From an optimization exercise on the open Yosys and OpenROAD flow, aimed at small area, a short achievable clock period and few clock cycles per item; shortcuts taken in it are not production practice. Only simulation tests tie the RTL to the original design; equivalence was not proved.

== gamma ==
Design gcd, start of the top module:
module gcd(opa, opb, start, resetn, clk, result, done);
input wire [31:0] opa;
input wire [31:0] opb;
input wire start, resetn;
input wire clk;
output wire [31:0] result;
output wire done;
reg  [31:0] A, B;
reg  [4:0]  k;
reg         flag;        
reg         rest;        
reg         sc;          
reg         ys;          
reg         run_reg;
reg         done_reg;
reg         start_reg;
reg         first;       
wire done_now;
assign result = B;
assign done   = done_reg | done_now;
wire init  = start & ~start_reg & (~run_reg | done_now);
wire [31:0] X = sc ? 32'd0 : A;
wire [31:0] Y = ys ? B : 32'd0;
wire [31:0] xy_d;       
wire        xy_gt;      
wire        xy_same;    
absdiff ad0 (.x(X), .y(Y), .d(xy_d), .gt(xy_gt), .eq(xy_same));
wire [3:0] xl = X[4:1] ^ Y[4:1];
wire force1 = sc & (flag | ~A[0]);
wire s1 = ~force1 & ~xl[0] & (xl[1] | ~xl[2]);    
wire s2 = ~force1 & ~xl[0] & ~xl[1];              
wire [31:0] st1 = s1 ? {2'b0, xy_d[31:2]} : {1'b0, xy_d[31:1]};
wire [31:0] nA  = s2 ? {2'b0, st1[31:2]} : st1;
wire nA0 = force1 ? B[1] : (|xl);           
wire swap   = sc | ~(xy_gt | xy_same);
wire finish = run_reg & ~rest & ~flag & xy_same;    
wire k1     = (k == 5'd1);
wire kz     = (k == 5'd0);
assign done_now = finish & ~sc & kz & ~first;
wire nflag = ~flag & ~A[0] & ~B[0];
wire nsc   = nflag | (sc & ~A[0]);
always @(posedge clk) begin
    if (init)
        A <= opa;
    else
        A <= nA;
end
wire b_ld   = init;
wire b_sh   = ~init & run_reg & (rest | (finish & ~sc & ~kz));
wire b_sw   = ~init & run_reg & ~(rest | (finish & ~sc & ~kz)) & swap;
wire b_hold = ~(b_ld | b_sh | b_sw);
wire [31:0] nB = ({32{b_ld}} & opb) | ({32{b_sh}} & {B[30:0], 1'b0}) |
                 ({32{b_sw}} & A) | ({32{b_hold}} & B);
always @(posedge clk)
    B <= nB;
always @(posedge clk) begin
    if (init) begin
        k    <= 5'd0;
        flag <= 1'b0;
        sc   <= ~opb[0];
        ys   <= ~opb[0] | opa[0];
    end else begin
        if (rest | finish) begin
            k    <= k - 5'd1;
        end else begin
            if (flag) k <= k + 5'd1;
  ...
Settings: LEC_CHECK=0, ABC_AREA=1, CAP_MARGIN=20, CORE_MARGIN=2, CORE_UTILIZATION=40, CTS_BUF_LIST=sky130_fd_sc_hd__clkbuf_4 sky130_fd_sc_hd__clkbuf_8, SETUP_SLACK_MARGIN=0.4, SLEW_MARGIN=20; clock period 4.0 ns.
standard.sh (not shown) runs the stock make flow with config.mk's settings and CLKGATE_MAP_FILE= SYNTH_SCRIPT=/design/flow/synth_recipe.tcl, a recipe that flattens the netlist after the stock synthesis.
==> flow/flow/run.sh <==
#!/bin/bash
set -e
export BUFFER_PORTS_ARGS="-buffer_cell sky130_fd_sc_hd__buf_1"
export CTS_ARGS="-sink_clustering_enable -repair_clock_nets -buf_list {sky130_fd_sc_hd__clkbuf_4 sky130_fd_sc_hd__clkbuf_8} -dont_use_dummy_load"
bash standard.sh > standard.log 2>&1
gamma did not stop at any stage, and its layout met the timing, design-rule and antenna checks.
Testbench counts of gamma, summed over its fixed seeds: cycles 169,285, items 8,000.
The following lists how alpha was set up differently from gamma:
- SETUP_SLACK_MARGIN: 0.4 -> 0.2
==> flow/flow/run.sh <==
#!/bin/bash
set -e
export BUFFER_PORTS_ARGS="-buffer_cell sky130_fd_sc_hd__buf_1"
bash standard.sh > standard.log 2>&1
==> notes.md <==
NOTE: count of buffers not belonging to the clock network in the layout in alpha falls short of that of gamma. Lower wire length after detailed routing goes to alpha over gamma.

---

Setup of north:
gcd, a different RTL version from the one above (not shown whole).
Size: roughly 1,000 cells after synthesis, about 77 flip-flops, ~100 I/O pins, ~6600 um^2 of cells after synthesis.
export LEC_CHECK = 0
export ABC_AREA = 1
export CAP_MARGIN = 20
export CORE_MARGIN = 2
export CORE_UTILIZATION = 40
export CTS_BUF_LIST = sky130_fd_sc_hd__clkbuf_4 sky130_fd_sc_hd__clkbuf_8
export SLEW_MARGIN = 20
create_clock -name core_clock -period 4.0 [get_ports {clk}]
==> flow/flow/run.sh <==
#!/bin/bash
# The standard layout, with two changes:
#  - the smallest buffer (buf_1) on every port;
#  - synthesis maps the logic with flow/abc.script (the standard synthesis
#    script otherwise unchanged: same passes, flattening and renaming).
set -e
export BUFFER_PORTS_ARGS="-buffer_cell sky130_fd_sc_hd__buf_1"
export FLOW_ABC_SCRIPT="$PWD/flow/abc.script"
{
  echo 'proc abc {args} {'
  echo '  set i [lsearch -exact $args -script]'
  echo '  if {$i >= 0} { lset args [expr {$i + 1}] $::env(FLOW_ABC_SCRIPT) }'
  echo '  yosys abc {*}$args'
  echo '}'
  cat synth_recipe.tcl
} > flow_synth.tcl
bash standard.sh SYNTH_SCRIPT="$PWD/flow_synth.tcl" finish > standard.log 2>&1
==> flow/flow/abc.script <==
strash
dch
map -B 0.5
topo
stime -c
buffer -c
upsize -c
dnsize -c
Testbench counts of north, summed over its fixed seeds: cycles 169,285, items 8,000.
Setup changes, north to south
==> flow/flow/abc.script <==
strash
dch -f
amap
topo
stime -c
buffer -c
upsize -c
dnsize -c
Results
- Lower number of global-route vias before repair goes to south over north.
- south: total standard cell area after synthesis 950 um^2 below north
- Compared to north, south has number of search-and-repair iterations in the first detailed-routing pass 1 higher.
- Of south and north, it is south that has the lower number of cell rows.
- Changes observed in south relative to north: die extent in y went down by 9.6 um, post-route clock period utilization went up by 8.9 points.
- south finished all stages; layout check result: FAIL, due to setup timing.
- Run comparison: north worst setup path category register to register; south worst setup path category register to primary output
- On south: via count is 423 lower than what north gave.
Edits applied to the flow inputs when going from south to east:
==> flow/flow/run.sh <==
#!/bin/bash
set -e
export BUFFER_PORTS_ARGS="-buffer_cell sky130_fd_sc_hd__buf_1"
bash standard.sh > standard.log 2>&1
removed: flow/flow/abc.script
==> notes.md <==
- east closes out successfully: all stages finished, all timing, DRC and antenna checks passed.
- From south to east the numbers moved as follows: register fraction of the total cell area now larger; post-route met1 wirelength picked up an extra about 13%; instance area at placement shows an increase of 4.0%.

---

run 1:
The RTL this note starts from:
==> flow/design.v <==
`timescale 1ns/1ps
module gcd(opa, opb, start, resetn, clk, result, done);
input wire [31:0] opa;
input wire [31:0] opb;
input wire start, resetn;
input wire clk;
output wire [31:0] result;
output wire done;
reg  [31:0] A, B;
reg  [4:0]  k;
reg         flag;        
reg         rest;        
reg         sc;          
reg         ys;          
reg         run_reg;
reg         done_reg;
reg         start_reg;
assign result = B;
assign done   = done_reg;
wire init  = start & ~start_reg & ~run_reg;
wire [31:0] X = sc ? 32'd0 : A;
wire [31:0] Y = ys ? B : 32'd0;
wire [31:0] xy_d;       
wire        xy_gt;      
wire        xy_same;    
absdiff ad0 (.x(X), .y(Y), .d(xy_d), .gt(xy_gt), .eq(xy_same));
wire [3:0] xl = X[4:1] ^ Y[4:1];
wire force1 = sc & (flag | ~A[0]);
wire [1:0] sh = force1 ? 2'd0 :
                xl[0] ? 2'd0 :
                xl[1] ? 2'd1 :
                xl[2] ? 2'd2 : 2'd3;
reg  [31:0] nA;
always @(*) begin
    case (sh)
        2'd0: nA = {1'b0, xy_d[31:1]};
        2'd1: nA = {2'b0, xy_d[31:2]};
        2'd2: nA = {3'b0, xy_d[31:3]};
        default: nA = {4'b0, xy_d[31:4]};
    endcase
end
wire nA0 = force1 ? B[1] : (|xl);           
wire swap   = sc | ~(xy_gt | xy_same);
wire finish = run_reg & ~rest & ~flag & xy_same;    
wire k1     = (k == 5'd1);
wire kz     = (k == 5'd0);
wire nflag = ~flag & ~A[0] & ~B[0];
wire nsc   = nflag | (sc & ~A[0]);
always @(posedge clk) begin
    if (init)
        A <= opa;
    else
        A <= nA;
end
always @(posedge clk) begin
    if (init)
        B <= opb;
    else if (run_reg & (rest | (finish & ~sc & ~kz)))
        B <= {B[30:0], 1'b0};
    else if (run_reg & swap)
        B <= A;
end
always @(posedge clk) begin
    if (init) begin
        k    <= 5'd0;
        flag <= 1'b0;
        sc   <= ~opb[0];
        ys   <= ~opb[0] | opa[0];
    end else begin
        if (rest | finish) begin
            k    <= k - 5'd1;
        end else begin
            if (flag) k <= k + 5'd1;
            flag <= nflag;
        end
        sc <= nsc;
        ys <= nsc | nA0;
    end
end
always @(posedge clk or negedge resetn) begin
    if (~resetn) begin
        run_reg   <= 1'b0;
        done_reg  <= 1'b0;
        start_reg <= 1'b0;
        rest      <= 1'b0;
    end else begin
        start_reg <= start;
        if (init) begin
            run_reg  <= 1'b1;
            done_reg <= 1'b0;
            rest     <= 1'b0;
        end else if (run_reg) begin
            if ((finish & (sc | kz | k1)) | (rest & k1)) begin
                run_reg  <= 1'b0;
                done_reg <= 1'b1;
                rest     <= 1'b0;
            end else if (finish) begin
                rest     <= 1'b1;
            end
        end
    end
end
endmodule
module absdiff(x, y, d, gt, eq);
input  [31:0] x, y;
output [31:0] d;
output gt, eq;
wire [31:0] g0 = x & ~y;
wire [31:0] p0 = ~(x ^ y);
wire [31:0] G [0:5];
wire [31:0] P [0:5];
assign G[0] = g0;
assign P[0] = p0;
genvar l, i;
generate
    for (l = 0; l < 5; l = l + 1) begin : lv
        for (i = 0; i < 32; i = i + 1) begin : bt
            if (i & (1 << l)) begin : op
                assign G[l+1][i] = G[l][i] | (P[l][i] & G[l][((i >> l) << l) - 1]);
                assign P[l+1][i] = P[l][i] & P[l][((i >> l) << l) - 1];
            end else begin : pass
                assign G[l+1][i] = G[l][i];
                assign P[l+1][i] = P[l][i];
            end
        end
    end
endgenerate
wire cin = G[5][31];
wire [31:0] c = {G[5][30:0] | (P[5][30:0] & {31{cin}}), cin};
assign d  = p0 ^ c ^ {32{~cin}};
assign gt = cin;
assign eq = P[5][31];
endmodule
clock: 4.0 ns
lec_check: 0
cap_margin: 20
core_margin: 2
core_utilization: 40
gpl_timing_driven: 0
slew_margin: 20
==> flow/flow/run.sh <==
#!/bin/bash
set -e
export BUFFER_PORTS_ARGS="-buffer_cell sky130_fd_sc_hd__buf_1"
bash standard.sh > standard.log 2>&1
Testbench counts of run 1, summed over its fixed seeds: cycles 174,482, items 8,000.
Relative to run 1, the following input files were edited for run 2:
- putting ABC_AREA at 1 where nothing was set
- clearing GPL_TIMING_DRIVEN, which used to be 0
--- outcome ---
Run 2: share of cell area taken by flip-flops and latches is 0.56 points lower than what run 1 reported.
[compare] base=run 1 new=run 2: arrival time reported for the critical path endpoint shows a reduction of 0.51 ns; post-placement worst setup slack has increased; core occupancy in the finished layout lost 3.5 points.
From run 1 to run 2 the numbers moved as follows: number of placed instances with taps included went up, number of instances resized during post-cts repair down 54, placeable core region saw an increase.
Per the final summary, run 2 finished and its layout is clean on timing, DRC and antenna.
> inputs changed (run 2 -> run 3)
- CORE_UTILIZATION now 60, was 40
- Diff run 2 -> run 3: via count of the first global-routing pass moved up, cell area moved down, post-layout net count level, cell count moved down.
- Compared with run 2, in run 3 worst setup slack fell 0.010 ns, post-CTS resize count has remained practically unchanged, count of flip-flops with a built-in enable after synthesis barely changed, fmax comparable.
Setup changes, run 3 to run 4
- putting CTS_BUF_LIST at sky130_fd_sc_hd__clkbuf_4 sky130_fd_sc_hd__clkbuf_8 where nothing was set
- swapping 60 for 40 in CORE_UTILIZATION
Notes after the runs:
- Run 3 ended up with fewer cell instances than run 4 did.
- Comparing arrival time at the worst endpoint for run 3 and run 4, the smaller number came from run 3.
- Reported for run 3 and run 4, share of synthesized cell area in and, or, nand and nor gates turned out identical to the last digit.
- Cell area: run 3 vs run 4 — no meaningful difference
- Relative to run 3, the non-clock buffer count of run 4 is higher by 2.
- Compared with run 3, run 4 shows a lower final core area utilization.

---

## garnet
RTL: the design.v shown in full above, as it stands there.
clock: 4.0 ns
lec_check: 0
cap_margin: 20
core_margin: 2
core_utilization: 40
slew_margin: 20
Scripts as last shown in full above: flow/flow/run.sh
garnet: no failed stages, no open violations at the end
Testbench counts of garnet, summed over its fixed seeds: cycles 174,482, items 8,000.
--- input diff garnet..yarrow ---
- CORE_UTILIZATION: 40 -> 75
- ABC_AREA: unset -> 1
[summary]
yarrow went all the way through the flow, and no timing, DRC or antenna check failed. Diff garnet and yarrow: first-iteration detailed-routing DRC count lower in garnet. Measured against yarrow, the wire length of garnet comes out at 1.14 times the reference value. Taking garnet over yarrow, the die area ratio works out to 1.7. Taking garnet as 1.0, yarrow lands at 1.5 on count of mapped cells out of synthesis.
--- input diff yarrow..harbor ---
- ABC_AREA no longer set, was 1
- CORE_UTILIZATION now 40, was 75
==> flow/run.sh (new file) <==
#!/bin/bash
# synth_recipe.tcl (not shown) runs the flow's synth.tcl, then flattens the netlist and writes it again
# the make line also repeats each setting of config.mk as NAME=value (left out here)
make -C /OpenROAD-flow-scripts/flow DESIGN_CONFIG=/design/flow/config.mk WORK_HOME=/design/flow/orfs CLKGATE_MAP_FILE= SYNTH_SCRIPT=/design/flow/synth_recipe.tcl finish
removed: flow/flow/run.sh
removed: flow/standard.sh
==> comparison <==
- yarrow has completed all stages; timing, DRC and antenna checks passed.
- harbor finished all stages; the layout is clean.
- Share of final layout cell area taken by clock buffers and inverters on harbor is up relative to yarrow.
- harbor vs. yarrow: row count shows an increase of 11; largest fanout of any net on the critical path went up; final hold slack rose by 0.24 ns.
- From yarrow to harbor the numbers moved as follows: minimum clock period increased 0.26 ns; cell count after synthesis saw a decrease.

---

gcd with an RTL version that a note above also has.
For scale: about 77 flip-flops, ~100 I/O pins, about 6100 µm² of cells after synthesis.
==> flow/config.mk <==
export PLATFORM = sky130hd
export DESIGN_NAME = gcd
export DESIGN_NICKNAME = gcd
export VERILOG_FILES = /design/flow/design.v
export SDC_FILE = /design/flow/constraint.sdc
export NUM_CORES = 4
export LEC_CHECK = 0
export ABC_AREA = 1
export CAP_MARGIN = 20
export CORE_MARGIN = 2
export CORE_UTILIZATION = 40
export CTS_BUF_LIST = sky130_fd_sc_hd__clkbuf_4 sky130_fd_sc_hd__clkbuf_8
export PLACE_DENSITY = 0.8
export SETUP_SLACK_MARGIN = 0.5
export SLEW_MARGIN = 20
==> flow/constraint.sdc <==
create_clock -name core_clock -period 4.0 [get_ports {clk}]
set_input_delay 0.8000 -clock core_clock [delete_from_list [all_inputs] [get_ports {clk}]]
set_output_delay 0.8000 -clock core_clock [all_outputs]
set_load 0.01 [all_outputs]
==> flow/flow/run.sh <==
#!/bin/bash
set -e
export BUFFER_PORTS_ARGS="-buffer_cell sky130_fd_sc_hd__buf_1"
export CTS_ARGS="-sink_clustering_enable -repair_clock_nets -buf_list {sky130_fd_sc_hd__clkbuf_4 sky130_fd_sc_hd__clkbuf_8} -dont_use_dummy_load"
bash standard.sh > standard.log 2>&1
The starting point finished with timing, DRC and antenna clean.
Testbench counts at the start, summed over its fixed seeds: cycles 169,285, items 8,000.
Change:
==> flow/flow/run.sh (replaced) <==
#!/bin/bash
set -e
export BUFFER_PORTS_ARGS="-buffer_cell sky130_fd_sc_hd__buf_1"
bash standard.sh > standard.log 2>&1
--- a/flow/config.mk
+++ b/flow/config.mk
@@ -12,4 +12,3 @@
 export CTS_BUF_LIST = sky130_fd_sc_hd__clkbuf_4 sky130_fd_sc_hd__clkbuf_8
-export PLACE_DENSITY = 0.8
-export SETUP_SLACK_MARGIN = 0.5
+export SETUP_SLACK_MARGIN = 0.6
 export SLEW_MARGIN = 20
What happened:
- hold slack gains 9.2 ps
- final area is higher by 7.1%
- sequential cell count is unchanged
- global-route usage hardly moves
- area after synthesis stays the same
- clock skew is lower by 10 ps
- first-iteration DRC count is lower by about 7%
Change:
--- a/flow/config.mk
+++ b/flow/config.mk
@@ -10,5 +10,5 @@
 export CORE_MARGIN = 2
-export CORE_UTILIZATION = 40
+export CORE_UTILIZATION = 50
 export CTS_BUF_LIST = sky130_fd_sc_hd__clkbuf_4 sky130_fd_sc_hd__clkbuf_8
-export SETUP_SLACK_MARGIN = 0.6
+export SETUP_SLACK_MARGIN = 0.4
 export SLEW_MARGIN = 20
What happened: The new run completed with no timing, DRC or antenna violations; wire length came out lower by a few percent; final cell count came out lower by a few percent; first-iteration DRC count came out higher by a few percent; fmax came out lower by a few percent; via count came out lower slightly; sequential share of layout area came out higher by 1.7 points.
Change:
--- a/flow/config.mk
+++ b/flow/config.mk
@@ -7,6 +7,6 @@
 export LEC_CHECK = 0
-export ABC_AREA = 1
+export ABC_AREA = 0
 export CAP_MARGIN = 20
 export CORE_MARGIN = 2
-export CORE_UTILIZATION = 50
+export CORE_UTILIZATION = 40
 export CTS_BUF_LIST = sky130_fd_sc_hd__clkbuf_4 sky130_fd_sc_hd__clkbuf_8
- The changed run finished with timing, DRC and antenna clean
- die area is higher by about 40%
- setup slack got worse by 180 ps
- via count is higher by 23%
- first-iteration DRC count is higher by about 120%

## separate check: timing with driven ports
How much do the figures lean on ideal ports? The routed layouts below were timed once more, with nothing changed but the port constraints.
Step 1: set_driving_cell puts a clkbuf_16 on clk and a buf_2 on each other input, an assumption about the parent block.
Step 2, shift: input delay + t, output delay - t, t = (earliest + latest rising clock arrival at the registers) / 2. This alone moves slack from input paths to output paths.
a / b / c = ideal ports / drivers / drivers and shift; a / b = the first two.
run	t (ns)	setup WS [ns]	hold slack, ns	cell pins on the clock port's net
gamma	0.399	0.626 / 0.590 / 0.781	0.285 / 0.272 / 0.504	1
alpha	0.404	0.508 / 0.472 / 0.625	0.287 / 0.274 / 0.504	1
north	0.415	0.338 / 0.338 / 0.338	0.287 / 0.270 / 0.482	1
south	0.419	-0.020 / -0.057 / 0.104	0.272 / 0.257 / 0.492	1
east	0.419	0.456 / 0.421 / 0.504	0.270 / 0.257 / 0.489	1
run 1	0.394	0.060 / 0.060 / 0.060	0.264 / 0.241 / 0.483	1
run 2	0.385	0.375 / 0.375 / 0.375	0.267 / 0.251 / 0.498	1
run 3	0.388	0.365 / 0.364 / 0.364	0.272 / 0.255 / 0.489	1
run 4	0.420	0.395 / 0.395 / 0.395	0.229 / 0.211 / 0.497	1
garnet	0.391	0.163 / 0.163 / 0.163	0.270 / 0.252 / 0.487	1
yarrow	0.396	0.380 / 0.380 / 0.380	0.245 / 0.231 / 0.495	1
harbor	0.388	0.124 / 0.124 / 0.124	0.489 / 0.489 / 0.489	1
the first run of note 5	0.406	0.633 / 0.599 / 0.768	0.273 / 0.262 / 0.510	1
the second run of note 5	0.407	0.728 / 0.692 / 0.894	0.282 / 0.269 / 0.504	1
the third run of note 5	0.416	0.621 / 0.585 / 0.764	0.254 / 0.239 / 0.514	1
the fourth run of note 5	0.419	0.443 / 0.443 / 0.443	0.248 / 0.230 / 0.477	1
For run 3, which loses most, drivers alone change the setup slack by -0.001 ns; drivers and shift together by -0.001 ns.
